This design comes from an exercise in tuning for small area on the open sky130 flow, not from production work.
Function was checked by simulation only, so behaviour that the tests miss may differ from the original.
The clock port is modelled as an ideal driver; clocking choices that lean on that would not hold on a real chip.
No activity file was given, so power comes from the tool's default toggle rates.

Design ReactionGame, start of the top module:
module ReactionGame(
    input        CLOCK_50,
    input        reset,
    input  [1:0] KEY,
    output [9:0] LEDR,
    output [6:0] HEX0,
    output [6:0] HEX1
);
Size in the first run: roughly 240 cells after synthesis, roughly 28 I/O pins, roughly 2200 um^2 of cells after synthesis.
==> flow/config.mk <==
export PLATFORM = sky130hd
export DESIGN_NAME = ReactionGame
export DESIGN_NICKNAME = ReactionGame
export VERILOG_FILES = /design/flow/design.v
export SDC_FILE = /design/flow/constraint.sdc
export NUM_CORES = 4
export LEC_CHECK = 0
export CAP_MARGIN = 20
export CORE_MARGIN = 2
export CORE_UTILIZATION = 40
export SLEW_MARGIN = 20
==> flow/constraint.sdc <==
create_clock -name core_clock -period 25.0 [get_ports {CLOCK_50}]
set_input_delay 5.0000 -clock core_clock [delete_from_list [all_inputs] [get_ports {CLOCK_50}]]
set_output_delay 5.0000 -clock core_clock [all_outputs]
set_load 0.01 [all_outputs]
standard.sh (not shown) runs the stock make flow with config.mk's settings and CLKGATE_MAP_FILE= SYNTH_SCRIPT=/design/flow/synth_recipe.tcl, a recipe that flattens the netlist after the stock synthesis.
==> flow/flow/run.sh <==
#!/bin/bash
# Own layout flow: the standard synthesis, an area re-mapping of its
# combinational logic (flip-flops untouched, proven equivalent), then the
# standard layout steps.
set -euo pipefail
W=$(pwd)
F=$W/flow
R=$W/orfs/results/$FLOW_PLATFORM/ReactionGame/base
LIB=$FLOW_HOME/platforms/$FLOW_PLATFORM/lib/sky130_fd_sc_hd__tt_025C_1v80.lib
DONTUSE=$(cat "$F/dontuse.txt")

bash standard.sh synth > "$W/log_synth.txt" 2>&1
cp "$R/1_2_yosys.v" "$W/std.v"
python3 "$F/cutff.py" "$W/std.v" "$W/std_cut.v" > "$W/log_cut.txt" 2>&1

# Several seeds of ABC's deep synthesis in parallel; keep the smallest
# re-mapping that is proven equivalent to the standard netlist.
# Runs 1..8 start deep synthesis from the netlist as it is, runs 9..16 from
# a &synch2 &dc2 rewrite of it, each with its own seed.
subst() { sed -e "s|@LIB@|$LIB|g" -e "s|@TOP@|$FLOW_TOP|g" -e "s|@ABC@|$2/abc.script|g" -e "s|@SEED@|$3|g" -e "s|@PRE@|$4|g" -e "s|@DONTUSE@|$DONTUSE|g" "$1"; }
RUNS="1 2 3 4 5 6 7 8 9 10 11 12 13 14 15 16"
for s in $RUNS; do
  D=$W/reopt_$s
  if (( s > 8 )); then PRE="\&synch2; \&dc2"; SEED=$((s - 8)); else PRE=""; SEED=$s; fi
  mkdir -p "$D"
  subst "$F/abc.script" "$D" $SEED "$PRE" | tr ';' '\n' > "$D/abc.script"
  subst "$F/reopt.ys" "$D" $SEED "" > "$D/reopt.ys"
  subst "$F/equiv.ys" "$D" $SEED "" > "$D/equiv.ys"
  ( cd "$D" && yosys -s reopt.ys > log_reopt.txt 2>&1 &&
    python3 "$F/cutff.py" out.v out_cut.v > log_cut.txt 2>&1 &&
    cp "$W/std_cut.v" std_cut.v &&
    yosys -s equiv.ys > log_equiv.txt 2>&1 &&
    python3 "$F/area.py" out.v "$LIB" | tail -1 | awk '{print $2}' > area.txt ) &
  if (( s % 4 == 0 )); then wait; fi
done
wait
best=""; besta=""
for s in $RUNS; do
  a=$(cat "$W/reopt_$s/area.txt" 2>/dev/null || true)
  [[ -n "$a" ]] || continue
  if [[ -z "$besta" ]] || awk "BEGIN{exit !($a < $besta)}"; then best=$s; besta=$a; fi
done
echo "best seed: ${best:-none} area ${besta:-none}" > "$W/log_pick.txt"
if [[ -n "$best" ]]; then
  cp "$W/reopt_$best/out.v" "$W/out.v"
  cp "$W/out.v" "$R/1_2_yosys.v"
  rm -f "$R/1_synth.odb" "$R/1_synth.sdc"
fi
bash standard.sh BUFFER_PORTS_ARGS="-buffer_cell sky130_fd_sc_hd__buf_1" SKIP_REPAIR_TIE_FANOUT=1 PRE_CTS_TCL="$F/cts_pre.tcl" CTS_ARGS="-sink_clustering_enable -repair_clock_nets -dont_use_dummy_load -buf_list sky130_fd_sc_hd__buf_6 -sink_clustering_size 20 -sink_clustering_max_diameter 60" finish > "$W/log_finish.txt" 2>&1
Other scripts of this flow, unchanged in this note and not shown: flow/flow/abc.script, flow/flow/area.py, flow/flow/cts_pre.tcl, flow/flow/cutff.py, flow/flow/dontuse.txt, flow/flow/equiv.ys, flow/flow/reopt.ys
The baseline ran to the end with no violations.
Change:
--- a/flow/design.v
+++ b/flow/design.v
@@ -10,13 +10,15 @@
     always @(posedge CLOCK_50) begin
         key_s1   <= KEY;
         key_s2   <= key_s1;
         key_prev <= key_s2;
     end
     wire [1:0] key_edge = ~key_s2 & key_prev;
-    reg [3:0] hi_t, hi_o, lo;
+    reg [3:0] hi_o, lo;
+    reg [3:0] hi_t_q;    
+    wire [3:0] hi_t = hi_t_q ^ 4'b1111;
     reg  [31:0] lfsr;
     wire        fill, fill_bit;
     wire        fb = fill ? fill_bit : lfsr[31] ^ lfsr[21] ^ lfsr[1] ^ lfsr[0];
     always @(posedge CLOCK_50)
         lfsr <= {lfsr[30:0], fb};
     localparam S_IDLE = 2'd0, S_AF = 2'd1, S_A = 2'd3, S_R = 2'd2;
@@ -101,23 +103,23 @@
             default: idle_v = {4'd0, 4'd0, 4'd0};
         endcase
         if (reset) idle_v = {4'd13, 4'd3, 4'd4};
     end
     always @(posedge CLOCK_50) begin
         if (reset || state == S_R) begin
-            hi_t <= idle_v[11:8];
+            hi_t_q <= (idle_v[11:8]) ^ 4'b1111;
             hi_o <= idle_v[7:4];
             lo   <= idle_v[3:0];
         end else if (idle && zero) begin
-            hi_t <= ge33 ? 4'd10 : tens;
+            hi_t_q <= (ge33 ? 4'd10 : tens) ^ 4'b1111;
             hi_o <= ge33 ? 4'd0 : ones;
             lo   <= lo_w;
         end else if (lo11) begin
             lo <= lo_inc;
             hi_o <= ho_inc;
-            if (ho9) hi_t <= ht_inc;
+            if (ho9) hi_t_q <= (ht_inc) ^ 4'b1111;
         end else begin
             lo <= lo_inc;
         end
         if (idle)
             chosen <= lfsr[1];
         if (reset) begin
Sequential share of layout area is higher by 0.46 points.
Via count is about the same.
Clock power barely changes.
Global-route usage hardly moves.
Setup slack gains 0.024 ns.

port drivers added, routing unchanged:
The results above use ideal ports. As a check the final layouts listed here were re-extracted and re-timed, cells and wires unchanged. Step 1 sets driving cells, clkbuf_16 on the clock port and buf_2 on the other inputs (assumed; they add their load-dependent delay and slew). Step 2 times the ports against the registers' clock, not the clock port: input delays grow and output delays shrink by t, the midpoint of the rising clock arrivals with the driver on. Slacks: ideal / step 1 / step 2; pairs: ideal / step 1.
run | t, ns | slack for setup (ns) | worst slew at a driven data input, ns | pins driven straight from the clock port
the first run | 0.178 | 13.975 / 13.946 / 13.946 | 0.03 | 4
the second run | 0.182 | 13.999 / 13.977 / 13.977 | 0.03 | 4
After both steps every run listed still meets setup and hold. The setup slack of the first run, which loses most, moves by -0.029 ns with the drivers and by -0.029 ns with both steps.
